This design comes from an exercise in tuning for small area on the open sky130 flow, not from production work.
Function was checked by simulation only, so behaviour that the tests miss may differ from the original.

==> flow/design.v (outline; a module is shown in full before it is edited, if it fits) <==
// module fir16_top: 793 lines
// module fir16_fa: 6 lines
// module fir16_ha: 6 lines
module fir16_top (clk, reset, sample_in, y_out);
  // ...
==> flow/flow/run.sh <==
#!/bin/bash
# Standard layout; only the port buffers are the smallest buffer cell.
set -euo pipefail
bash standard.sh 'BUFFER_PORTS_ARGS=-buffer_cell sky130_fd_sc_hd__buf_1' finish > standard_flow.log 2>&1
==> flow/standard.sh <==
#!/bin/bash
# synth_recipe.tcl (not shown) runs the flow's synth.tcl, then flattens the netlist and writes it again
# the make line also repeats each setting of config.mk as NAME=value (left out here)
make -C /OpenROAD-flow-scripts/flow DESIGN_CONFIG=/design/flow/config.mk WORK_HOME=/design/flow/orfs CLKGATE_MAP_FILE= SYNTH_SCRIPT=/design/flow/synth_recipe.tcl "${@:-finish}"
==> flow/config.mk <==
export PLATFORM = sky130hd
export DESIGN_NAME = fir16_top
export DESIGN_NICKNAME = fir16_top
export VERILOG_FILES = /design/flow/design.v
export SDC_FILE = /design/flow/constraint.sdc
export NUM_CORES = 4
export LEC_CHECK = 0
export CAP_MARGIN = 20
export CORE_MARGIN = 2
export CORE_UTILIZATION = 70
export CTS_BUF_LIST = sky130_fd_sc_hd__clkbuf_8
export CTS_CLUSTER_DIAMETER = 80
export CTS_CLUSTER_SIZE = 16
export SLEW_MARGIN = 20
export SYNTH_HIERARCHICAL = 1
export SYNTH_MINIMUM_KEEP_SIZE = 0
==> flow/constraint.sdc <==
create_clock -name core_clock -period 8.0 [get_ports {clk}]
set_input_delay 1.6000 -clock core_clock [delete_from_list [all_inputs] [get_ports {clk}]]
set_output_delay 1.6000 -clock core_clock [all_outputs]
set_load 0.01 [all_outputs]
==> results_dict.tcl, run 1 <==
set metrics [dict create \
    core_sq_um 25800 \
    taps 335 \
    grt_pass1_vias 9647 \
    fmax_mhz 128 \
    drt_drc_violations_left 0 \
    wl_met3_microns 2950 \
    grtUsageMet3_pct 8.17 \
    top_layer "met4" \
    setup_viol_count_final 0 \
    cts_setup_buffers 0 \
    dr_wl_met2_microns 14500 \
    yosys-top-cells-area "fa_1, dfxtp_1, nor2b_1, ha_1, inv_1" \
    synth_seq_area_share_pct 34.1 \
    tns_ns 0 \
    arrival_ns 8.25 \
    initialDrtViolationCount 411 \
    worst_pin_slew_ns 0.857 \
    fp-row-count 59 \
    buffers 71 \
    clkCellAreaFrac_pct 1.78 \
    holdWs_ns 0.331 \
    synth_top_area_share_pct 51.4 \
    status "complete, no violations" \
    cp_data_required_time_ns 8.43 \
    num-nonclk-inverters 152 \
    cts_sinks 311 \
    hp-class "flip-flop to flip-flop" \
    fin_util_pct 74.0 \
    first_pass_iters 4 \
    max_stage_delay_ns 0.59 \
    r2r-start "tap3[0]$_DFF_P_" \
    layout-drive-gt1-share_pct 4.57 \
    slew_viol_final 0 \
    synth.most_common_cell "fa_1" \
]
==> inputs of run 2 (changes only) <==
--- a/flow/design.v
+++ b/flow/design.v
@@ -25,17 +25,17 @@
         tap3 <= tap2;
         tap5 <= tap4;
         tap7 <= tap6;
         tap9 <= tap8;
         tap11 <= tap10;
         tap13 <= tap12;
         tap15 <= tap14;
     end
-    always @(posedge clk) begin
+    always @(posedge clk or posedge reset) begin
         if (reset) begin
             tap0 <= 16'h0000;
             tap2 <= 16'h0000;
             tap4 <= 16'h0000;
             tap6 <= 16'h0000;
             tap8 <= 16'h0000;
             tap10 <= 16'h0000;
             tap12 <= 16'h0000;
==> run 2 against run 1 <==
Count of clock-buffer cells in the layout up 2. Clock skew up 0.019 ns. Synthesized cell count down 13%. Final area about the same. Non-clock buffer count up 2. Largest cell class unchanged. Highest routed layer unchanged.
==> results_dict.tcl, run 2 <==
set metrics [dict create \
    vias_per_cell 5.29 \
    yosys-top-cells-area "fa_1, dfrtp_1, dfxtp_1, ha_1, inv_1" \
    grt_pass1_vias 9384 \
    layout-drive-gt1-share_pct 7.52 \
    critPathLaunch "tap14[0]$_DFF_PP0_" \
    r2r-start "tap14[0]$_DFF_PP0_" \
    arrival_ns 8.24 \
    ant_nets 0 \
    vias 7791 \
    clockBufferDepth 3 \
    initialDrtViolationCount 429 \
    worst-path-buf-inv 1 \
    cts_sinks 311 \
    nets 1670 \
    overflow 0 \
    fin_area_sq_um 19100 \
    synth_nets 1595 \
    synth.most_common_cell "fa_1" \
    cp_num_cells 19 \
    status "complete, no violations" \
    grt_start_max_net_pins 77 \
    die-area_sq_um 27000 \
    cpMostUsedCell "fa_1" \
    cp_data_required_time_ns 8.45 \
    start_util_pct 71.5 \
    syn_area_sq_um 18000 \
    yosys_warnings 7 \
    syn2layout_area_growth_pct 6.15 \
    slew_headroom_pct 36.0 \
    start_kind "flip-flop" \
    seq_area_sq_um 6950 \
    crit_path_cell_trace "ha_1 > fa_1 > fa_1 > fa_1 > fa_1 > fa_1 > fa_1 > fa_1 > fa_1 > fa_1 > fa_2 > fa_1 > fa_1 > inv_1 > fa_2 > fa_1 > fa_1 > fa_1 > nor2_1" \
    endpoint "r_n921$_SDFF_PP0_" \
    cp-end-kind "flip-flop" \
    max_cap_violations 0 \
    ys.flop_type "dfxtp_1" \
    slowest_stage "fa_2" \
    clock_skew_ns 0.0359 \
    grt_pass1_wl_microns 53700 \
    htreeDepth 1 \
    layout_common_cells "fa_1, dfxtp_1, inv_1" \
    syn_avg_cell_area_sq_um 17.1 \
    cp_top_family "adder cells" \
    n_antenna_cell 0 \
    worst_pin_slew_ns 0.960 \
    yosys-top-cells-count "fa_1, dfxtp_1, inv_1, dfrtp_1, ha_1" \
    timing.final.crit_share_pct 97.4 \
    core_sq_um 25200 \
    layout_commonest_cell "fa_1" \
    regToRegSetupSlack_ns 0.21 \
    cts_root_buf "clkbuf_8" \
    grt_util_all_layers_pct 28.3 \
    n_fill_cell 1507 \
    ys_async_sr_fraction_pct 46.3 \
    avgRoutedWirePerCell_microns 23.4 \
    dp.final_hpwl_microns 30300 \
    die_height_microns 164 \
    antenna_found_initial 0 \
    min_period_ns 7.79 \
    synth_seq_area_share_pct 38.6 \
    place_area_sq_um 18500 \
    synth-edff-count 0 \
    critPathKind "flip-flop to flip-flop" \
    clk_pin_slew_ns 0.10 \
    first_pass_iters 4 \
    cp_max_fo 2 \
    port_buffers 53 \
    worstRegToRegCells 19 \
    dieWidth_microns 164 \
    ys_types 11 \
    tritoncts "yes" \
    setup_viol_count_final 0 \
    tns_ns 0 \
    max_stage_delay_ns 0.64 \
    hp-class "flip-flop to flip-flop" \
    worstReg2RegEnd "r_n921$_SDFF_PP0_" \
    synth_top_area_share_pct 52.1 \
    synthCells 1052 \
    ys_ff_latch 311 \
    drt_drc_violations_left 0 \
    routabilityCongestion 0.907 \
    numCtsBuffers 24 \
    multi_input_comb_area_sq_um 10400 \
    fp-row-count 58 \
    synth_top_area_cell "fa_1" \
    slew_viol_final 0 \
    hold_viol_final 0 \
    clock_latency_ns 0.58 \
    fmax_mhz 128 \
    drt-total-wl_microns 34500 \
    ios 54 \
]
run 2: changes by cell type in the layout (fill, tap and decap cells not counted), sizes merged:
cell	change
dfrtp	+144
dfxtp	-144
nor2b	-144
inv	+14
buf	+3
clkbuf	+1
clkinv	+1
run 2: area by class of cell:
cell class | count | share of cell area, %
Timing Repair Buffer | 73 | 1.83
Inverter | 153 | 3.03
Tap cell | 330 | 2.16
Clock buffer | 25 | 1.80
Sequential cell | 311 | 36.4
Multi-Input combinational cell | 564 | 54.4
Clock inverter | 18 | 0.465
run 2: modules after synthesis, one instance, submodules excluded:
module,flip-flops and latches,times used,cells
fir16_ha,0,38,1
fir16_fa,0,468,1
fir16_top,311,1,546
run 2: kinds of logic after synthesis:
family / count (synthesis) / synth area share (%)
adders and majority gates: 525 / 56.0
DFF: 311 / 38.6
buffers and inverters: 177 / 4.21
and+or+nand+nor: 38 / 1.13
xor gates and xnor gates: 1 / 0.0487
run 2: layer usage:
| metal | global-route usage [%] | share of wire, % | up-vias |
|---|---|---|---|
| met5 | 0 | 0 | - |
| met1 | 39.1 | 40 | 4312 |
| met3 | 3.46 | 3.8 | 65 |
| met2 | 48.6 | 53 | 187 |
| met4 | 8.41 | 3.4 | 0 |
| li1 | - | - | 3227 |
run 2: worst min-delay path by stage:
stage | startpoint | to | slack (ns) | cells after the start
3_5_place_dp | tap0[12]$_DFF_PP0_ | tap1[12]$_DFF_P_ | 0.33 | 0
6_report | tap0[3]$_DFF_PP0_ | tap1[3]$_DFF_P_ | 0.33 | 0
4_1_cts | tap0[3]$_DFF_PP0_ | tap1[3]$_DFF_P_ | 0.35 | 0
2_1_floorplan | tap0[0]$_DFF_PP0_ | tap1[0]$_DFF_P_ | 0.32 | 0
5_1_grt | tap0[3]$_DFF_PP0_ | tap1[3]$_DFF_P_ | 0.35 | 0
3_3_place_gp | tap0[15]$_DFF_PP0_ | tap1[15]$_DFF_P_ | 0.32 | 0
run 2: stage by stage:
stage	hold slack (ns)	utilization [%]	std cells	setup WS (ns)
detailed placement	0.327	73.6	1424	-0.0260
finish	0.332	75.9	1474	0.209
global route	0.354	75.9	1474	-0.00289
CTS	0.346	75.3	1467	0.0279
floorplan	0.324	-	1052	0.409
global placement	0.325	73.6	1424	0.0828
run 2: what timing repair did:
item,in CTS,in global routing
setup endpoints to repair,1,3
hold buffers,0,0
resized for setup,4,33
buffers inserted,0,7
pin swaps,0,6
run 2: worst register-to-register path: cells and delay by family (launching register included):
family / cells / cell delay, ns
fa+ha+maj: 17 / 7.17
simple gates: 1 / 0.04
flops: 1 / 0.39
buf+inv: 1 / 0.06
==> inputs of run 3 (changes only) <==
--- a/flow/config.mk
+++ b/flow/config.mk
@@ -10,6 +10,6 @@
 export CORE_UTILIZATION = 70
 export CTS_BUF_LIST = sky130_fd_sc_hd__clkbuf_8
-export CTS_CLUSTER_DIAMETER = 80
-export CTS_CLUSTER_SIZE = 16
+export CTS_CLUSTER_DIAMETER = 70
+export CTS_CLUSTER_SIZE = 18
 export SLEW_MARGIN = 20
 export SYNTH_HIERARCHICAL = 1
==> run 3 against run 2 <==
Still clean. Non-clock buffer count did not move. Worst hold slack better by 0.0070 ns. Global-route usage shrank 0.21 points. Final area is essentially flat.
==> results_dict.tcl, run 3 <==
set metrics [dict create \
    cp_data_required_time_ns 8.42 \
    muxShareOfSynthArea_pct 0 \
    htreeDepth 1 \
    grt_pass1_vias 9327 \
    cts_sinks 311 \
    n_antenna_cell 0 \
    ys_async_sr_fraction_pct 46.3 \
    clk_pin_slew_ns 0.11 \
    arrival_ns 8.23 \
    layout_common_cells "fa_1, dfxtp_1, inv_1" \
    synth_nets 1595 \
    hp-class "flip-flop to flip-flop" \
    synth_seq_area_share_pct 38.6 \
    dp_cells 1424 \
    tritoncts "yes" \
    numCtsBuffers 23 \
    nets 1669 \
    critPathKind "flip-flop to flip-flop" \
    min_period_ns 7.81 \
    grt_pass1_wl_microns 53400 \
    routabilityCongestion 0.907 \
    hold_buffers 0 \
    cp-end-kind "flip-flop" \
    synth-simple-area-share_pct 1.13 \
    core_sq_um 25200 \
    clock_skew_ns 0.0304 \
    final_cell_count_no_fill 1472 \
    ys_ff_latch 311 \
    timing.final.crit_share_pct 97.7 \
    die-area_sq_um 27000 \
    ios 54 \
    dieWidth_microns 164 \
    setup_viol_count_final 0 \
    syn_area_sq_um 18000 \
    yosys-top-cells-area "fa_1, dfrtp_1, dfxtp_1, ha_1, inv_1" \
    syn_avg_cell_area_sq_um 17.1 \
    max_cap_violations 0 \
    yosys_warnings 7 \
    synth_top_area_share_pct 52.1 \
    start_kind "flip-flop" \
    ys_types 11 \
    cp_max_fo 2 \
    grt_start_max_net_pins 77 \
    hold_viol_final 0 \
    worst_pin_slew_ns 0.957 \
    fp-row-count 58 \
    overflow 0 \
    synthCells 1052 \
    yosys-top-cells-count "fa_1, dfxtp_1, inv_1, dfrtp_1, ha_1" \
    slew_headroom_pct 36.2 \
    grt_util_all_layers_pct 28.1 \
    syn2layout_area_growth_pct 6.06 \
    fmax_mhz 128 \
    avgRoutedWirePerCell_microns 23.3 \
    dp.final_hpwl_microns 30300 \
    synth_compound_area_share_pct 0 \
    vias 7793 \
    antenna_found_initial 0 \
    clockBufferDepth 3 \
    drt_drc_violations_left 0 \
    slew_viol_final 0 \
    layout-drive-gt1-share_pct 7.36 \
    status "complete, no violations" \
    drt-total-wl_microns 34200 \
    synth_xor_area_share_pct 0.0487 \
    cts_root_buf "clkbuf_8" \
    die_height_microns 164 \
    ant_nets 0 \
    ys.flop_type "dfxtp_1" \
    tns_ns 0 \
    synth.most_common_cell "fa_1" \
    port_buffers 53 \
    synthAdderAreaFrac_pct 56.0 \
    layout_commonest_cell "fa_1" \
    start_util_pct 71.5 \
    vias_per_cell 5.29 \
    initialDrtViolationCount 448 \
    clock_latency_ns 0.57 \
    synth_top_family_by_area "adder cells" \
    holdWs_ns 0.339 \
    synth-edff-count 0 \
    first_pass_iters 4 \
    synth_top_area_cell "fa_1" \
]
==> run 3: path summary, 6_finish.rpt <==
path,from,cells past startpoint,slack (ns),to
min in group asynchronous,reset,3,1.37,tap14[1]$_DFF_PP0_
max reg2reg,tap14[0]$_DFF_PP0_,19,0.19,r_n921$_SDFF_PP0_
min reg2reg,tap0[3]$_DFF_PP0_,0,0.34,tap1[3]$_DFF_P_
max in group asynchronous,reset,4,5.19,tap2[15]$_DFF_PP0_
min,tap0[3]$_DFF_PP0_,0,0.34,tap1[3]$_DFF_P_
max,tap14[0]$_DFF_PP0_,19,0.19,r_n921$_SDFF_PP0_
==> run 3: cell families after synthesis <==
| family | Yosys count |
|---|---|
| xor+xnor | 1 |
| fa+ha+maj | 525 |
| buf+inv | 177 |
| flops | 311 |
| simple gates | 38 |
==> run 3: worst max-delay path: stages (launching register included) <==
cell and delay (ns):
dfrtp_1 0.39, ha_1 0.19, fa_1 0.39, fa_1 0.49
fa_1 0.44, fa_1 0.40, fa_1 0.39, fa_1 0.39
fa_1 0.38, fa_1 0.40, fa_1 0.42, fa_2 0.63
fa_1 0.45, fa_1 0.50, inv_1 0.06, fa_2 0.36
fa_1 0.44, fa_1 0.39, fa_1 0.49, nor2_1 0.04
==> run 3: area by class of cell <==
class                      count  area (sq um)
tap                          330           413
clock inverter                18           103
fill                        1508          6090
timing repair buffer          73           349
sequential                   311          6950
multi-input combinational    564         10400
clock buffer                  23           317
inverter                     153           579
==> run 3: timing repair <==
item	CTS	global route
setup endpoints to repair	1	3
gates resized for setup	4	32
setup buffers	0	7
pin swaps	0	6
==> run 3: per-module statistics from Yosys (local to each module, per instance) <==
| module | flops+latches | cells | area [sq um] |
|---|---|---|---|
| fir16_top | 311 | 546 | 8150 |
| fir16_ha | 0 | 1 | 12.5 |
| fir16_fa | 0 | 1 | 20.0 |
==> run 3: per-stage QoR <==
stage	utilization, %	worst slack [ns]	area [sq um]
after floorplan	-	0.409	18000
after global placement	73.6	0.0828	18500
after detailed placement	73.6	-0.0260	18500
after CTS	75.3	0.0100	19000
after global routing	75.8	-0.0182	19100
final	75.8	0.187	19100
==> run 3: layer usage <==
layer / global-route usage (%) / part of all wire [%] / wire length, microns / vias to the layer above
li1: - / - / - / 3218
met1: 39.0 / 40 / 13700 / 4308
met2: 47.9 / 53 / 18000 / 203
met3: 3.23 / 3.9 / 1320 / 64
met4: 8.85 / 3.5 / 1210 / 0
met5: 0 / 0 / 0 / -

[port drivers added, routing unchanged]
How much do the figures lean on ideal ports? The routed layouts below were timed once more, with nothing changed but the port constraints. Step 1 assumes that a clkbuf_16 drives the clock port and a buf_2 every other input. Step 2 also shifts input and output timing later by t, the mid clock arrival at the registers, as if the neighbouring blocks saw the same clock. Three values: ideal, step 1, step 2; two values: the first two.
run | t (ns) | setup WS [ns] | clock arrival spread, ns | worst register clock-pin slew, ns | cell pins on the clock port's net
run 1 | 0.601 | 0.181 / 0.181 / 0.181 | 0.027 / 0.027 | 0.11 / 0.11 | 1
run 2 | 0.607 | 0.209 / 0.209 / 0.209 | 0.039 / 0.039 | 0.11 / 0.11 | 1
run 3 | 0.595 | 0.187 / 0.187 / 0.187 | 0.030 / 0.031 | 0.12 / 0.12 | 1
After both steps every run listed still meets setup and hold.
